Context: an optimization exercise on an open-source flow, tuned for small area. The choices shown serve that exercise and are no tape-out recipe.
No run shown here included a check of the RTL's function; only the layout flow was run.
No driver is modelled on the clock port, so clocking that relies on it looks cheaper here than on a real chip.
Power is estimated from default activity; no workload was simulated.

==> flow/design.v <==
module GoodButFixBallMotion(
		input        CLOCK_50,
		input        resetn,
		input  [3:0] KEY,
		output [7:0] x,
		output [6:0] y,
		output [2:0] colour,
		output       plot
	);
	reg  [2:0] mode;
	reg  [7:0] X;
	reg  [6:0] Y;
	reg        C;
	reg  [6:0] P1, P2;      
	reg  [6:0] BX;          
	reg  [6:0] BY;          
	reg        VXN;         
	reg  [2:0] VY;          
	wire [2:0] mode_d;
	wire [7:0] X_d;
	wire [6:0] Y_d, P1_d, P2_d, BX_d, BY_d;
	wire       C_d, VXN_d;
	wire [2:0] VY_d;
	pong_next nx(resetn, KEY, mode, X, Y, C, P1, P2, BX, BY, VXN, VY,
		mode_d, X_d, Y_d, C_d, P1_d, P2_d, BX_d, BY_d, VXN_d, VY_d, x, y, colour, plot);
	always @(posedge CLOCK_50) begin
		mode <= mode_d;
		X    <= X_d;
		Y    <= Y_d;
		C    <= C_d;
		P1   <= P1_d;
		P2   <= P2_d;
		BX   <= BX_d;
		BY   <= BY_d;
		VXN  <= VXN_d;
		VY   <= VY_d;
	end
endmodule
module pong_next(
		input            resetn,
		input      [3:0] KEY,
		input      [2:0] mode,
		input      [7:0] X,
		input      [6:0] Y,
		input            C,
		input      [6:0] P1, P2, BX, BY,
		input            VXN,
		input      [2:0] VY,
		output reg [2:0] mode_d,
		output reg [7:0] X_d,
		output reg [6:0] Y_d,
		output reg       C_d,
		output reg [6:0] P1_d, P2_d, BX_d, BY_d,
		output reg       VXN_d,
		output reg [2:0] VY_d,
		output     [7:0] x,
		output     [6:0] y,
		output     [2:0] colour,
		output           plot
	);
	function ge8(input [7:0] a, input [7:0] k);
		integer i;
		begin
			ge8 = 1'b1;
			for (i = 0; i < 8; i = i + 1)
				ge8 = k[i] ? (a[i] & ge8) : (a[i] | ge8);
		end
	endfunction
	function le8(input [7:0] a, input [7:0] k);
		integer i;
		begin
			le8 = 1'b1;
			for (i = 0; i < 8; i = i + 1)
				le8 = k[i] ? (~a[i] | le8) : (~a[i] & le8);
		end
	endfunction
	function [7:0] diff7(input [6:0] a, input [6:0] b);
		integer i;
		reg c;
		begin
			c = 1'b0;
			for (i = 0; i < 7; i = i + 1) begin
				diff7[i] = a[i] ^ ~b[i] ^ c;
				c = (a[i] & ~b[i]) | (c & (a[i] ^ ~b[i]));
			end
			diff7[7] = c;
		end
	endfunction
	function [6:0] adds7(input [6:0] a, input [2:0] b);
		integer i;
		reg c, bi;
		begin
			c = 1'b0;
			for (i = 0; i < 7; i = i + 1) begin
				bi = b[(i < 2) ? i : 2];
				adds7[i] = a[i] ^ bi ^ c;
				c = (a[i] & bi) | (c & (a[i] ^ bi));
			end
		end
	endfunction
	function [7:0] inc8(input [7:0] a);
		integer i;
		reg t;
		begin
			t = 1'b1;
			for (i = 0; i < 8; i = i + 1) begin
				inc8[i] = a[i] ^ t;
				t = t & a[i];
			end
		end
	endfunction
	function [6:0] incdec7(input [6:0] a, input en, input dn);
		integer i;
		reg t;
		begin
			t = en;
			for (i = 0; i < 7; i = i + 1) begin
				incdec7[i] = a[i] ^ t;
				t = t & (a[i] ^ dn);
			end
		end
	endfunction
	localparam [2:0] M_UPD   = 3'b000;
	localparam [2:0] M_RESET = 3'b001;
	localparam [2:0] M_D0    = 3'b011;    
	localparam [2:0] M_PAUSE = 3'b100;
	localparam [2:0] M_DRAW  = 3'b101;
	localparam [2:0] M_ERASE = 3'b111;
	wire upd   = ~mode[2] & ~mode[1] & ~mode[0];
	wire m_d0  = ~mode[2] & mode[1];
	wire m_ps  = mode[2] & ~mode[0];
	wire m_er  = mode[2] & mode[1];
	wire y120  = &Y[6:3];               
	wire x160  = X[7] & X[5];           
	wire x159  = X[7] & (&X[4:0]);
	wire dup   = x160 & ~y120;
	wire [7:0] xo = {X[7:6], X[5] & ~dup, X[4:0] | {5{dup}}};
	assign plot   = mode[0];
	assign x      = xo;
	assign y      = Y;
	assign colour = {2'b00, C};
	wire [7:0] xinc = inc8(X);
	wire [7:0] yinc8 = inc8({1'b0, Y});
	wire [6:0] yinc = yinc8[6:0];
	wire       psel = upd ? BX[6] : xo[7];
	wire [6:0] Pm   = psel ? P2 : P1;
	wire [6:0] Am   = upd ? BY : Y;
	wire [7:0] S    = diff7(Am, Pm);        
	wire       pm6  = (Pm[6:3] != 4'd0) | (Pm[2] & Pm[1]);    
	wire       pm7  = (Pm[6:3] != 4'd0) | (&Pm[2:0]);         
	wire [6:0] u    = xo[7:1];
	wire in_bx = (BX != 7'd0) & ((u == BX) | (xo[0] & (xinc[7:1] == BX)));
	wire [7:0] SB   = diff7(Y, BY);         
	wire [7:0] byp  = inc8({1'b0, BY});
	wire in_by = (BY[6:1] != 6'd0) & ((Y[6:1] == BY[6:1]) | (yinc8[7:1] == byp[7:1]));
	wire in_p  = pm6 & ge8(S, 8'd122) & le8(S, 8'd132) &
	             (xo == 8'd3 || xo == 8'd4 || xo == 8'd155 || xo == 8'd156);
	wire f = in_p | (in_bx & in_by);
	wire near6 = ge8(S, 8'd121) & le8(S, 8'd133) & pm6;   
	wire face1 = (BX == 7'd3)  & near6;
	wire face2 = (BX == 7'd76) & ge8(S, 8'd120) & le8(S, 8'd134) & pm7;
	wire side  = ((BX == 7'd2) | (BX == 7'd77)) & near6;
	wire wall  = ((BY == 7'd2) | (BY == 7'd117)) & (BX[6:1] != 6'd0) &
	             ~(BX[6] & (BX[5] | BX[4] | (&BX[3:0])));    
	wire face  = face1 | face2;
	wire up    = face1 ? le8(S, 8'd125) : le8(S, 8'd130);
	wire mid   = face1 & ge8(S, 8'd126) & le8(S, 8'd128);
	wire [2:0] vym = {VY[2] ^ ~(VY[1] | VY[0]), VY[1] ^ ~VY[0], ~VY[0]};   
	wire [2:0] vyp = {VY[2] ^ (VY[1] & VY[0]), VY[1] ^ VY[0], ~VY[0]};      
	reg  [2:0] nVY;
	always @(*) begin
		if (wall | side)  nVY = ~vym;           
		else if (!face)   nVY = VY;
		else if (mid)     nVY = 3'd0;
		else if (up)      nVY = vym;
		else              nVY = vyp;
	end
	wire p1dn = ~KEY[2] & (P1[6:2] != 5'd0);                        
	wire p1up = ~KEY[3] & ~(&P1[6:4] & (P1[3] | P1[2]));            
	wire p2dn = ~KEY[0] & (P2[6:2] != 5'd0);
	wire p2up = ~KEY[1] & ~(&P2[6:4] & (P2[3] | P2[2]));
	always @(*) begin
		mode_d = mode; X_d = X; Y_d = Y; C_d = C; P1_d = P1; P2_d = P2;
		BX_d = BX; BY_d = BY; VXN_d = VXN; VY_d = VY;
		if (!resetn) begin
			mode_d = M_RESET;
			X_d = 8'd156;
			Y_d = 7'd0;
			C_d = 1'b0;
			P1_d = 7'd59;
			P2_d = 7'd59;
			BX_d = 7'd40;
			BY_d = 7'd59;
			VXN_d = 1'b0;
			VY_d = 3'd0;
		end else begin
			P1_d = incdec7(P1, upd & (p1dn | p1up), p1dn);
			P2_d = incdec7(P2, upd & (p2dn | p2up), p2dn);
			BX_d = incdec7(BX, upd, VXN);
			VXN_d = VXN ^ (upd & face & ~wall);
			if (upd) begin
				VY_d = nVY;
				BY_d = adds7(BY, VY);
			end
			case ({mode[2] | mode[1], mode[0]})
				2'b01:   mode_d = M_UPD;                      
				2'b00:   mode_d = X[5] ? M_DRAW : M_D0;       
				default: begin
					if (m_d0) begin
						X_d = 8'd0;
						Y_d = 7'd0;
					end else if (x160) begin
						X_d = (y120 && m_ps) ? 8'd28 : 8'd0;
						Y_d = y120 ? (m_ps ? 7'd82 : 7'd0) : yinc;
					end else
						X_d = xinc;
					if (x159 && y120)
						mode_d = m_er ? M_UPD : m_ps ? M_ERASE : M_PAUSE;
					else if (m_d0)
						mode_d = M_DRAW;
					if (m_er)
						C_d = 1'b0;
					else if (!m_ps && !(x159 && !y120))
						C_d = f;
				end
			endcase
		end
	end
endmodule
==> flow/flow/run.sh <==
#!/bin/bash
# Own layout flow: the standard synthesis, then an area re-mapping of its
# combinational logic (flip-flops untouched; each candidate is checked
# equivalent to the standard netlist with ABC's cec, and the smallest is kept),
# then the standard layout with buf_1 port buffers and a clock tree of two
# clkbuf_16 buffers (the standard CTS, without dummy loads, as a fallback).
set -euo pipefail
WORK=$(pwd)
FLOWDIR=$WORK/flow
R=$WORK/orfs/results/$FLOW_PLATFORM/GoodButFixBallMotion/base
LIB=$FLOW_HOME/platforms/$FLOW_PLATFORM/lib/sky130_fd_sc_hd__tt_025C_1v80.lib

export BUFFER_PORTS_ARGS="-buffer_cell sky130_fd_sc_hd__buf_1"
export CTS_ARGS="-sink_clustering_enable -repair_clock_nets -dont_use_dummy_load"

bash standard.sh synth > $WORK/synth.log 2>&1

cp $R/1_2_yosys.v $WORK/std_netlist.v
yosys -q -l $WORK/blif_std_netlist.log -p "read_liberty -ignore_miss_func $LIB; read_verilog $WORK/std_netlist.v; hierarchy -top $FLOW_TOP; flatten; opt_clean; techmap; opt_clean; write_blif -gates $WORK/std_netlist.blif" > /dev/null 2>&1

DU=""
for c in $(cat $FLOWDIR/dont_use.txt); do DU="$DU -dont_use $c"; done
NC=${NUM_CORES:-4}
cands=""
for t in $(seq 1 16); do
  ROUND="strash;\&get,-n;\&deepsyn,-T,15,-S,$t;\&put;dch;amap"
  sed -e "s#@LIB@#$LIB#g" -e "s#@IN@#$WORK/std_netlist.v#" -e "s#@TOP@#$FLOW_TOP#g" \
      -e "s#@DONTUSE@#$DU#" -e "s#@OUT@#$WORK/reopt_$t.v#" \
      -e "s#@SCRIPT@#$ROUND;$ROUND;$ROUND;topo#" \
      $FLOWDIR/reopt.ys.in > $WORK/reopt_$t.ys
  ( yosys -l $WORK/reopt_$t.log -q $WORK/reopt_$t.ys > /dev/null 2>&1 &&
    yosys -q -l $WORK/blif_reopt_$t.log -p "read_liberty -ignore_miss_func $LIB; read_verilog $WORK/reopt_$t.v; hierarchy -top $FLOW_TOP; flatten; opt_clean; techmap; opt_clean; write_blif -gates $WORK/reopt_$t.blif" > /dev/null 2>&1 &&
    yosys-abc -c "cec -n $WORK/std_netlist.blif $WORK/reopt_$t.blif" > $WORK/cec_$t.log 2>&1 ) || true &
  cands="$cands $t"
  if (( t % NC == 0 )); then wait; fi
done
wait
best=""
for t in $cands; do
  if [[ -f $WORK/cec_$t.log ]] && grep -q "Networks are equivalent" $WORK/cec_$t.log; then
    a=$(grep "Chip area" $WORK/reopt_$t.log | tail -1 | awk '{print $NF}')
    echo "candidate $t area $a" >> $WORK/reopt_choice.log
    if [[ -z "$best" ]] || awk "BEGIN{exit !($a < $besta)}"; then best=$t; besta=$a; fi
  else
    echo "candidate $t not proven equivalent" >> $WORK/reopt_choice.log
  fi
done
if [[ -n "$best" ]]; then
  echo "using candidate $best" >> $WORK/reopt_choice.log
  cp $WORK/reopt_$best.v $WORK/chosen.v
  # stronger drivers for the nets of highest fanout (the reset), checked again
  if python3 $FLOWDIR/upsize.py $LIB $WORK/reopt_$best.v $WORK/upsized.v 20 $FLOWDIR/dont_use.txt > $WORK/upsize.log 2>&1 &&
     yosys -q -l $WORK/blif_upsized.log -p "read_liberty -ignore_miss_func $LIB; read_verilog $WORK/upsized.v; hierarchy -top $FLOW_TOP; flatten; opt_clean; techmap; opt_clean; write_blif -gates $WORK/upsized.blif" > /dev/null 2>&1 &&
     yosys-abc -c "cec -n $WORK/std_netlist.blif $WORK/upsized.blif" > $WORK/cec_upsized.log 2>&1 &&
     grep -q "Networks are equivalent" $WORK/cec_upsized.log; then
    cp $WORK/upsized.v $WORK/chosen.v
    echo "upsized high-fanout drivers" >> $WORK/reopt_choice.log
  fi
  cp $WORK/chosen.v $R/1_2_yosys.v
  touch $R/1_2_yosys.v
else
  echo "no equivalent candidate, keeping the standard netlist" >> $WORK/reopt_choice.log
fi

# placement, then a clock tree of two strong buffers in place of CTS (the
# standard CTS is kept if its clock slew estimate is too high)
bash standard.sh place > $WORK/place.log 2>&1
if LIB=$LIB IN_ODB=$R/3_place.odb IN_SDC=$R/3_place.sdc OUT_ODB=$WORK/clock.odb OUT_SDC=$WORK/clock.sdc \
   NBUF=2 CLKBUF=sky130_fd_sc_hd__clkbuf_16 CLKNET=CLOCK_50 MAX_SLEW=0.115 \
   openroad -no_init -exit $FLOWDIR/clock.tcl > $WORK/clock.log 2>&1 && [[ -f $WORK/clock.odb && -f $WORK/clock.sdc ]]; then
  cp $WORK/clock.odb $R/4_1_cts.odb
  sleep 1
  cp $WORK/clock.odb $R/4_cts.odb
  sleep 1
  cp $WORK/clock.sdc $R/4_cts.sdc
  echo "own clock tree" >> $WORK/reopt_choice.log
else
  echo "standard CTS" >> $WORK/reopt_choice.log
fi

bash standard.sh > $WORK/layout.log 2>&1
==> flow/flow/clock.tcl <==
# Clock tree of a few strong buffers: the flip-flops are split by position
# into NBUF groups of equal size, each driven by one buffer placed at the
# group's centre, all fed straight from the clock port. Writes the design
# with its SDC (clocks propagated) as the CTS step's results.
read_liberty $::env(LIB)
read_db $::env(IN_ODB)
read_sdc $::env(IN_SDC)
source $::env(FLOW_HOME)/platforms/$::env(FLOW_PLATFORM)/setRC.tcl
set dbu [[ord::get_db_tech] getDbUnitsPerMicron]
set sinks {}
foreach p [get_pins -hierarchical */CLK] {
  set bb [[[sta::sta_to_db_pin $p] getInst] getBBox]
  lappend sinks [list [expr ([$bb xMin] + [$bb xMax]) / 2] [expr ([$bb yMin] + [$bb yMax]) / 2] [get_full_name $p]]
}
set N $::env(NBUF)
set sinks [lsort -integer -index 0 $sinks]
set n [llength $sinks]
for {set g 0} {$g < $N} {incr g} {
  set grp [lrange $sinks [expr $g * $n / $N] [expr ($g + 1) * $n / $N - 1]]
  set sx 0; set sy 0; set pins {}
  foreach s $grp { set sx [expr $sx + [lindex $s 0]]; set sy [expr $sy + [lindex $s 1]]; lappend pins [get_pins [lindex $s 2]] }
  set cx [expr double($sx) / [llength $grp] / $dbu]
  set cy [expr double($sy) / [llength $grp] / $dbu]
  insert_buffer -buffer_cell $::env(CLKBUF) -net $::env(CLKNET) -load_pins $pins -location [list $cx $cy] \
    -buffer_name clkbuf_leaf_$g -net_name clknet_leaf_$g
  puts "group $g: [llength $grp] sinks, buffer at $cx $cy"
}
detailed_placement
check_placement -verbose
set_propagated_clock [all_clocks]
estimate_parasitics -placement
set worst 0
foreach p [get_pins -hierarchical */CLK] {
  foreach r {slew_max_rise slew_max_fall} { set v [get_property $p $r]; if {$v > $worst} {set worst $v} }
}
puts "worst flip-flop clock slew $worst"
report_clock_skew
report_checks -path_delay min
report_worst_slack -min
report_worst_slack -max
if {$worst > $::env(MAX_SLEW)} {
  puts "clock slew estimate too high"
  exit 1
}
write_db $::env(OUT_ODB)
write_sdc $::env(OUT_SDC)
==> flow/flow/dont_use.txt <==
sky130_fd_sc_hd__probe_p_8 sky130_fd_sc_hd__probec_p_8 sky130_fd_sc_hd__lpflow_bleeder_1 sky130_fd_sc_hd__lpflow_clkbufkapwr_1 sky130_fd_sc_hd__lpflow_clkbufkapwr_16 sky130_fd_sc_hd__lpflow_clkbufkapwr_2 sky130_fd_sc_hd__lpflow_clkbufkapwr_4 sky130_fd_sc_hd__lpflow_clkbufkapwr_8 sky130_fd_sc_hd__lpflow_clkinvkapwr_1 sky130_fd_sc_hd__lpflow_clkinvkapwr_16 sky130_fd_sc_hd__lpflow_clkinvkapwr_2 sky130_fd_sc_hd__lpflow_clkinvkapwr_4 sky130_fd_sc_hd__lpflow_clkinvkapwr_8 sky130_fd_sc_hd__lpflow_decapkapwr_12 sky130_fd_sc_hd__lpflow_decapkapwr_3 sky130_fd_sc_hd__lpflow_decapkapwr_4 sky130_fd_sc_hd__lpflow_decapkapwr_6 sky130_fd_sc_hd__lpflow_decapkapwr_8 sky130_fd_sc_hd__lpflow_inputiso0n_1 sky130_fd_sc_hd__lpflow_inputiso0p_1 sky130_fd_sc_hd__lpflow_inputiso1n_1 sky130_fd_sc_hd__lpflow_inputiso1p_1 sky130_fd_sc_hd__lpflow_inputisolatch_1 sky130_fd_sc_hd__lpflow_isobufsrc_1 sky130_fd_sc_hd__lpflow_isobufsrc_16 sky130_fd_sc_hd__lpflow_isobufsrc_2 sky130_fd_sc_hd__lpflow_isobufsrc_4 sky130_fd_sc_hd__lpflow_isobufsrc_8 sky130_fd_sc_hd__lpflow_isobufsrckapwr_16 sky130_fd_sc_hd__lpflow_lsbuf_lh_hl_isowell_tap_1 sky130_fd_sc_hd__lpflow_lsbuf_lh_hl_isowell_tap_2 sky130_fd_sc_hd__lpflow_lsbuf_lh_hl_isowell_tap_4 sky130_fd_sc_hd__lpflow_lsbuf_lh_isowell_4 sky130_fd_sc_hd__lpflow_lsbuf_lh_isowell_tap_1 sky130_fd_sc_hd__lpflow_lsbuf_lh_isowell_tap_2 sky130_fd_sc_hd__lpflow_lsbuf_lh_isowell_tap_4 
==> flow/flow/reopt.ys.in <==
# Re-map the combinational logic of the standard synthesis netlist for area.
# The flip-flops are kept as they are (same instances, names and cells).
read_liberty -ignore_miss_func @LIB@
read_verilog @IN@
hierarchy -top @TOP@
setattr -mod -set keep_hierarchy 1 sky130_fd_sc_hd__*df* sky130_fd_sc_hd__*dl*
flatten
opt_clean -purge
abc -liberty @LIB@ @DONTUSE@ -script +@SCRIPT@
opt_clean -purge
hilomap -hicell sky130_fd_sc_hd__conb_1 HI -locell sky130_fd_sc_hd__conb_1 LO
splitnets
# internal net names private, so that output ports need no assign statements
rename -hide w:* x:* %d
opt_clean -purge
stat -liberty @LIB@
select @TOP@
write_verilog -noattr -noexpr -nohex -nodec -selected @OUT@
==> flow/flow/upsize.py <==
#!/usr/bin/env python3
"""Give the drivers of high-fanout nets a stronger cell of the same function
(size 1 -> size 4, else size 2), so that the layout's repairs need no buffers
for them.  usage: upsize.py LIB IN.v OUT.v MIN_FANOUT [DONT_USE_FILE]"""
import re, sys
lib, src, dst, minfo = sys.argv[1], sys.argv[2], sys.argv[3], int(sys.argv[4])
dont = set(open(sys.argv[5]).read().split()) if len(sys.argv) > 5 else set()
cells = set(re.findall(r'cell\s*\(\s*"?(sky130_fd_sc_hd__\w+)"?\s*\)', open(lib).read()))
net = open(src).read()
insts = list(re.finditer(r'(sky130_fd_sc_hd__\w+)(\s+)(\\?\S+)\s*\((.*?)\);', net, re.S))
drv, fo = {}, {}
for m in insts:
    for p, v in re.findall(r'\.(\w+)\(([^()]*?)\)', m.group(4)):
        v = v.strip()
        if p in ('X', 'Y'):
            drv[v] = m
        elif p not in ('Q', 'HI', 'LO', 'SUM', 'COUT'):
            fo[v] = fo.get(v, 0) + 1
swap = {}
for v, n in fo.items():
    m = drv.get(v)
    if n < minfo or m is None:
        continue
    t = m.group(1)
    if not t.endswith('_1'):
        continue
    for size in ('4', '2'):
        u = t[:-1] + size
        if u in cells and u not in dont:
            swap[m.start()] = (t, u)
            print(f"{m.group(3)}: {t} -> {u} (fanout {n} on {v})")
            break
out, last = [], 0
for pos in sorted(swap):
    t, u = swap[pos]
    out.append(net[last:pos]); out.append(u); last = pos + len(t)
out.append(net[last:])
open(dst, 'w').write(''.join(out))
==> flow/standard.sh <==
#!/bin/bash
# synth_recipe.tcl (not shown) runs the flow's synth.tcl, then flattens the netlist and writes it again
# the make line also repeats each setting of config.mk as NAME=value (left out here)
make -C /OpenROAD-flow-scripts/flow DESIGN_CONFIG=/design/flow/config.mk WORK_HOME=/design/flow/orfs CLKGATE_MAP_FILE= SYNTH_SCRIPT=/design/flow/synth_recipe.tcl "${@:-finish}"
==> flow/config.mk <==
export PLATFORM = sky130hd
export DESIGN_NAME = GoodButFixBallMotion
export DESIGN_NICKNAME = GoodButFixBallMotion
export VERILOG_FILES = /design/flow/design.v
export SDC_FILE = /design/flow/constraint.sdc
export NUM_CORES = 4
export LEC_CHECK = 0
export ABC_AREA = 1
export CAP_MARGIN = 20
export CORE_MARGIN = 2
export CORE_UTILIZATION = 40
export GPL_TIMING_DRIVEN = 0
export SLEW_MARGIN = 20
==> flow/constraint.sdc <==
create_clock -name core_clock -period 10.0 [get_ports {CLOCK_50}]
set_input_delay 2.0000 -clock core_clock [delete_from_list [all_inputs] [get_ports {CLOCK_50}]]
set_output_delay 2.0000 -clock core_clock [all_outputs]
set_load 0.01 [all_outputs]
==> summary.md, run 1 <==
| Metric | Value |
|---|---|
| Yosys warnings | 2 |
| Final Setup Violations | 0 |
| Worst VDD drop | 0.000116 V |
| Combinational share of power | 57.1% |
| Io pins | 25 |
| Number of fill cells | 851 |
| Die Wd | 94.1 um |
| DRT Pass-1 Iters | 4 |
| Pwr Total | 0.000846 W |
| Critical Path RT | 10.06 ns |
| Gr ovfl total | 0 |
| RR Startpoint | mode[2] |
| WP data arrival | 7.07 ns |
| PD cells | 241 nW/um2 |
| Post-DP Area | 3460 um2 |
| # nets final | 528 |
| # DRC | 0 |
| Hold Crit Start | P1[5] |
| Clock power share | 11.1% |
| Status | complete, no violations |
| DR vias/cell | 5.73 |
| RSZ-0062 raised after global routing | false |
| Clock period minus worst slack | 7.01 ns |
| CP dominant cell by count | nand2_1 |
| Pin count of the biggest net entering global routing | 29 |
| Worst Skew | 0.0156 ns |
| Final hold vios | 0 |
| Synth Cell Area | 3250 um2 |
| Drt total wl | 9080 um |
| Critical path's slowest cell | o22ai_1 |
| Setup TNS | 0 ns |
| Least-Margin Pin Slew | 0.907 ns |
| Syn_nets | 502 |
| Max Freq | 143 MHz |
| PortBufs | 22 |
| CP Launch Type | register |
| Metal3 WL | 336 um |
| Diode count | 0 |
| DR WL/cell | 14.6 um |
| WS Path Type | reg -> reg |
| Int Pwr | 0.000425 W |
| WL met2 | 4080 um |
| Gpl congestion | 0.968 |
| Worst reg2reg endpoint | VY[2] |
| R2r setup slk | 2.99 ns |
| Critical path fanouts, max | 16 |
| Sequential share of power | 31.8% |
| Vias in the first global route | 3236 |
| Worst Setup EP | VY[2] |
| Clock transition at path regs | 0.11 ns |
| Synth-to-Final Area Change | 8.01% |
| Cells on worst reg2reg path | 31 |
| Row cnt | 32 |
| CP endpoint kind | register |
| Slew Limit Fails | 0 |
| Initial Util | 41.6% |
| Sw Ratio | 49.7% |
| Slew headroom | 39.6% |
| Die Y-Extent | 94.1 um |
| Number of max-cap violations | 0 |
| Worst-Skew Late Latency | 0.17 ns |
| Finished layout cell area | 3510 um2 |
| Initial drt markers | 198 |
| Remaining antenna violation count after routing | 0 |
| DRT met1 WL | 4570 um |
| Dpl hpwl | 6920 um |
| Crit-path max cell delay | 0.74 ns |
| CP startpoint | mode[2] |
| Tcrit/Tclk final | 70.1% |
| GRT Util Overall | 20.9% |
| Core Region | 7810 um2 |
| Hold Crit Class | reg -> reg |
| Initial antenna violation count | 0 |
| Layout Utilization | 44.9% |
| Share of layout cells above drive strength 1 | 0.577% |
| P_sw | 0.000421 W |
| Cell count after synthesis | 496 |
| Via count | 3567 |
| Lkg Pwr | 1.12 nW |
| First-pass GRT wire length | 15400 um |
| Synthesized area per cell | 6.55 um2 |
| DIE AREA | 8860 um2 |
| Top Metal Used | met4 |
critical path, delay by kind of cell (launching register included):
kind	cells	cell delay, ns
compound gates	15	3.59
simple gates	11	1.44
flops	1	0.47
buf+inv	5	1.40
placed cells by master (no fill, tap or decap), types with 2 or more instances in the layout:
cell type	count
nor3_1	17
o21a_1	2
nor4_1	7
o211ai_1	6
a211oi_1	11
nand2_1	50
o221ai_1	14
nand4_1	3
a31o_1	2
o32ai_1	2
a21oi_1	36
clkbuf_16	2
nand3_1	10
o32a_1	2
a2111oi_0	2
buf_1	22
a31oi_1	11
a221oi_1	4
clkinv_1	78
o22ai_1	25
a311o_1	4
o31ai_1	5
a22oi_1	3
o21ai_0	47
dfxtp_1	51
conb_1	2
or3_1	2
nor2_1	92
state kept, by name (all words and copies together) (netlist names):
| name | count |
|---|---|
| X | 8 |
| BX | 7 |
| BY | 7 |
| P1 | 7 |
| P2 | 7 |
| Y | 7 |
| VY | 3 |
| mode | 3 |
| C | 1 |
| VXN | 1 |
metal layers:
layer / track usage, % / up-vias
met2: 35.1 / 72
met5: 0 / -
met3: 1.04 / 10
met1: 30.3 / 1621
li1: - / 1864
met4: 2.29 / 0
worst min-delay path by stage:
stage	endpoint	slack, ns	depth (start not counted)
after floorplan	P1[5]	0.45	1
after global placement	P1[5]	0.47	1
after detailed placement	P1[5]	0.48	1
after global routing	P1[5]	0.52	1
final	P1[5]	0.50	1
final cells by class:
| class | count | area, um2 | share of cell area, % |
|---|---|---|---|
| inverters | 79 | 302 | 8.59 |
| well taps | 102 | 128 | 3.64 |
| repair buffers | 22 | 82.6 | 2.35 |
| flip-flops and latches | 51 | 1020 | 29.1 |
| clock buffers | 2 | 50.0 | 1.43 |
| multi-input cells | 366 | 1930 | 54.9 |
power by group through the flow:
stage | Sequential (W) | Clock, W | Combinational [W]
floorplan | 0.000267 | 0 | 0.000370
global placement | 0.000273 | 0 | 0.000473
detailed placement | 0.000273 | 0 | 0.000478
global route | 0.000275 | 0.000103 | 0.000552
finish | 0.000269 | 0.0000937 | 0.000483
stage by stage:
step	hold slack (ns)	std cells	setup WS (ns)
after floorplan	0.454	496	4.78
after global placement	0.472	620	3.14
after global routing	0.520	622	2.17
after detailed placement	0.485	620	3.10
final	0.498	622	2.99
==> run 2, diff against run 1 <==
--- a/flow/design.v
+++ b/flow/design.v
@@ -16,13 +16,16 @@
 	reg  [6:0] BY;          
 	reg        VXN;         
 	reg  [2:0] VY;          
+	reg        K;           
 	wire [2:0] mode_d;
 	wire [7:0] X_d;
 	wire [6:0] Y_d, P1_d, P2_d, BX_d, BY_d;
 	wire       C_d, VXN_d;
 	wire [2:0] VY_d;
-	pong_next nx(resetn, KEY, mode, X, Y, C, P1, P2, BX, BY, VXN, VY,
-		mode_d, X_d, Y_d, C_d, P1_d, P2_d, BX_d, BY_d, VXN_d, VY_d, x, y, colour, plot);
+	wire       K_d;
+	pong_next nx(resetn, KEY, mode, X, Y, C, P1, P2, BX, BY, VXN, VY, K,
+		mode_d, X_d, Y_d, C_d, P1_d, P2_d, BX_d, BY_d, VXN_d, VY_d, K_d,
+		x, y, colour, plot);
 	always @(posedge CLOCK_50) begin
 		mode <= mode_d;
 		X    <= X_d;
@@ -34,6 +37,7 @@
 		BY   <= BY_d;
 		VXN  <= VXN_d;
 		VY   <= VY_d;
+		K    <= K_d;
 	end
 endmodule
 module pong_next(
@@ -46,6 +50,7 @@
 		input      [6:0] P1, P2, BX, BY,
 		input            VXN,
 		input      [2:0] VY,
+		input            K,
 		output reg [2:0] mode_d,
 		output reg [7:0] X_d,
 		output reg [6:0] Y_d,
@@ -53,6 +58,7 @@
 		output reg [6:0] P1_d, P2_d, BX_d, BY_d,
 		output reg       VXN_d,
 		output reg [2:0] VY_d,
+		output           K_d,
 		output     [7:0] x,
 		output     [6:0] y,
 		output     [2:0] colour,
@@ -148,11 +154,11 @@
 	wire [7:0] S    = diff7(Am, Pm);        
 	wire       pm6  = (Pm[6:3] != 4'd0) | (Pm[2] & Pm[1]);    
 	wire       pm7  = (Pm[6:3] != 4'd0) | (&Pm[2:0]);         
-	wire [6:0] u    = xo[7:1];
-	wire in_bx = (BX != 7'd0) & ((u == BX) | (xo[0] & (xinc[7:1] == BX)));
+	wire k     = (xinc[7:1] == BX);
+	assign K_d = k;
+	wire in_bx = (BX != 7'd0) & (k | (K & xo[0]) | (dup & (BX == 7'd79)));
 	wire [7:0] SB   = diff7(Y, BY);         
-	wire [7:0] byp  = inc8({1'b0, BY});
-	wire in_by = (BY[6:1] != 6'd0) & ((Y[6:1] == BY[6:1]) | (yinc8[7:1] == byp[7:1]));
+	wire in_by = (BY[6:1] != 6'd0) & ((Y == BY) | (yinc == BY) | ({1'b0, Y} == {1'b0, BY} + 8'd1));
 	wire in_p  = pm6 & ge8(S, 8'd122) & le8(S, 8'd132) &
 	             (xo == 8'd3 || xo == 8'd4 || xo == 8'd155 || xo == 8'd156);
 	wire f = in_p | (in_bx & in_by);
==> run 2 against run 1 <==
Compared with the run above: critical path depth is 1 higher; utilization hardly changed; hold slack worse by 0.015 ns; synthesized cell count is 1.8% lower; non-clock buffer count stayed put; setup slack worse by 0.58 ns; total power is 24% lower; clock skew is 0.0090 ns lower; combinational power is 39% lower; first-iteration DRC count stayed put; clock power is 1% lower; final cell count is 1.4% lower; highest routed layer unchanged.
==> summary.md, run 2 <==
| Metric | Value |
|---|---|
| Clock period minus worst slack | 7.59 ns (was 7.01 ns) |
| Tcrit/Tclk final | 75.9% (was 70.1%) |
| Synth Cell Area | 3230 um2 (was 3250 um2) |
| Post-DP Area | 3440 um2 (was 3460 um2) |
| WS Path Type | reg -> reg (unchanged) |
| First-pass GRT wire length | 14800 um (was 15400 um) |
| Synth-to-Final Area Change | 8.14% (was 8.01%) |
| Slew Limit Fails | 0 (unchanged) |
| Critical path's slowest cell | o22ai_1 (unchanged) |
| PD cells | 184 nW/um2 (was 241 nW/um2) |
| Worst Setup EP | VY[2] (unchanged) |
| Finished layout cell area | 3490 um2 (was 3510 um2) |
| Io pins | 25 (unchanged) |
| Remaining antenna violation count after routing | 0 (unchanged) |
| Share of layout cells above drive strength 1 | 0.783% (was 0.577%) |
| Die Wd | 93.9 um (was 94.1 um) |
| WP data arrival | 7.70 ns (was 7.07 ns) |
| Via count | 3488 (was 3567) |
| DIE AREA | 8810 um2 (was 8860 um2) |
| Vias in the first global route | 3173 (was 3236) |
| Lkg Pwr | 1.11 nW (was 1.12 nW) |
| Sequential Area | 1040 um2 (was 1020 um2) |
| Status | complete, no violations (unchanged) |
| Row cnt | 32 (unchanged) |
| Worst VDD drop | 0.0000812 V (was 0.000116 V) |
| CP startpoint | mode[0] (was mode[2]) |
| Worst Skew | 0.00667 ns (was 0.0156 ns) |
| Worst reg2reg endpoint | VY[2] (unchanged) |
| Crit-path max cell delay | 0.78 ns (was 0.74 ns) |
| Diode count | 0 (unchanged) |
| Die Y-Extent | 93.9 um (was 94.1 um) |
| Most frequent cells in the layout | nor2_1 (101), clkinv_1 (75), dfxtp_1 (52) (was nor2_1 (92), clkinv_1 (78), dfxtp_1 (51)) |
| Cell count after synthesis | 487 (was 496) |
| DR vias/cell | 5.69 (was 5.73) |
| Final Setup Violations | 0 (unchanged) |
| Gr ovfl total | 0 (unchanged) |
| Core Region | 7770 um2 (was 7810 um2) |
| Gpl congestion | 0.894 (was 0.968) |
| RSZ-0062 raised after global routing | false (unchanged) |
| Critical Path RT | 10.11 ns (was 10.06 ns) |
| Clock transition at path regs | 0.10 ns (was 0.11 ns) |
| Initial drt markers | 198 (unchanged) |
| Number of fill cells | 843 (was 851) |
| Dpl hpwl | 6730 um (was 6920 um) |
| Yosys warnings | 2 (unchanged) |
| RR Startpoint | mode[0] (was mode[2]) |
| Most common cell after layout, fill and taps aside | nor2_1 (unchanged) |
| Synthesized area per cell | 6.63 um2 (was 6.55 um2) |
| R2r setup slk | 2.41 ns (was 2.99 ns) |
| CP Launch Type | register (unchanged) |
| DR WL/cell | 14.2 um (was 14.6 um) |
| Number of max-cap violations | 0 (unchanged) |
| Max reg flops | 8 (unchanged) |
| Area used by multi-input combinational logic | 1900 um2 (was 1930 um2) |
| Max Freq | 132 MHz (was 143 MHz) |
| Critical path fanouts, max | 18 (was 16) |
| Syn_nets | 493 (was 502) |
| Least-Margin Pin Slew | 0.883 ns (was 0.907 ns) |
| Pin count of the biggest net entering global routing | 31 (was 29) |
| PortBufs | 22 (unchanged) |
| Final hold vios | 0 (unchanged) |
| Initial antenna violation count | 0 (unchanged) |
| Initial Util | 41.6% (about the same) |
| # nets final | 519 (was 528) |
| DRT Pass-1 Iters | 5 (was 4) |
| Setup TNS | 0 ns (unchanged) |
| # DRC | 0 (unchanged) |
| CP endpoint kind | register (unchanged) |
| Worst-Skew Late Latency | 0.16 ns (was 0.17 ns) |
| Drt total wl | 8680 um (was 9080 um) |
| Cells on worst reg2reg path | 32 (was 31) |
| Slew headroom | 41.1% (was 39.6%) |
| CP dominant cell by count | o21ai_0 (was nand2_1) |
| Top reg by flops | X (unchanged) |
| GRT Util Overall | 20.0% (was 20.9%) |
| Hold Crit Class | reg -> reg (unchanged) |
==> run 2: worst max-delay path, delay by kind of cell, from the launching register on <==
| kind | cells | cell delay, ns |
|---|---|---|
| flops | 1 | 0.34 |
| buf+inv | 5 | 1.52 |
| compound gates | 17 | 3.86 |
| simple gates | 10 | 1.80 |
==> run 2: where the power goes <==
group | total, W | internal, W | switching (W)
sequential | 0.000256 | 0.000231 | 0.0000258
combinational | 0.000295 | 0.0000961 | 0.000199
clock | 0.0000923 | 0.0000370 | 0.0000552
==> run 2: per-layer routing <==
layer	up-vias	track usage (%)	wire, um
met2	79	34.5	3900
met1	1572	28.5	4280
met3	7	1.12	399
met5	-	0	0
li1	1830	-	-
met4	0	2.17	90
==> run 2: metrics by stage <==
stage	instances	setup WS (ns)	power [W]	util (%)	hold WS, ns
after floorplan	487	4.16	0.000478	-	0.437
after global placement	611	2.04	0.000548	44.3	0.459
after detailed placement	611	2.61	0.000551	44.3	0.469
after global routing	613	1.51	0.000700	45.0	0.526
final	613	2.41	0.000644	45.0	0.483
==> run 2: worst min-delay path by stage <==
| stage | start | to | depth (start not counted) |
|---|---|---|---|
| 6_report | VXN | VXN | 1 |
| 2_1_floorplan | VXN | VXN | 1 |
| 3_3_place_gp | VXN | VXN | 1 |
| 5_1_grt | VXN | VXN | 1 |
| 3_5_place_dp | VXN | VXN | 1 |
==> run 2: layout make-up <==
class,instances,share of cell area (%)
multi-input combinational,359,54.4
sequential,52,29.8
inverter,76,8.31
tap,102,3.65
timing repair buffer,22,2.36
clock buffer,2,1.43

[afterwards: timing with drivers on the ports]
The flow's constraints put no driver on any port. The routed layouts listed below were extracted and timed again, unchanged, in two steps.
Step 1 (the two cells are an assumption about what drives the block):
set clk [get_ports {CLOCK_50}]
set_driving_cell -lib_cell sky130_fd_sc_hd__clkbuf_16 $clk
set_driving_cell -lib_cell sky130_fd_sc_hd__buf_2 [delete_from_list [all_inputs] $clk]
Step 2 also shifts input and output timing later by t, the mid clock arrival at the registers, as if the neighbouring blocks saw the same clock.
Slacks: ideal ports / drivers / drivers and shift; pairs: ideal ports / drivers.
run | shift t [ns] | setup WS [ns] | worst setup path at the end | worst register clock-pin slew, ns | cell pins on the clock port's net
run 1 | 0.213 | 2.990 / 2.990 / 2.990 | register to register | 0.11 / 0.11 | 2
run 2 | 0.215 | 2.407 / 2.407 / 2.407 | register to register | 0.10 / 0.10 | 2
After both steps every run listed still meets setup and hold.
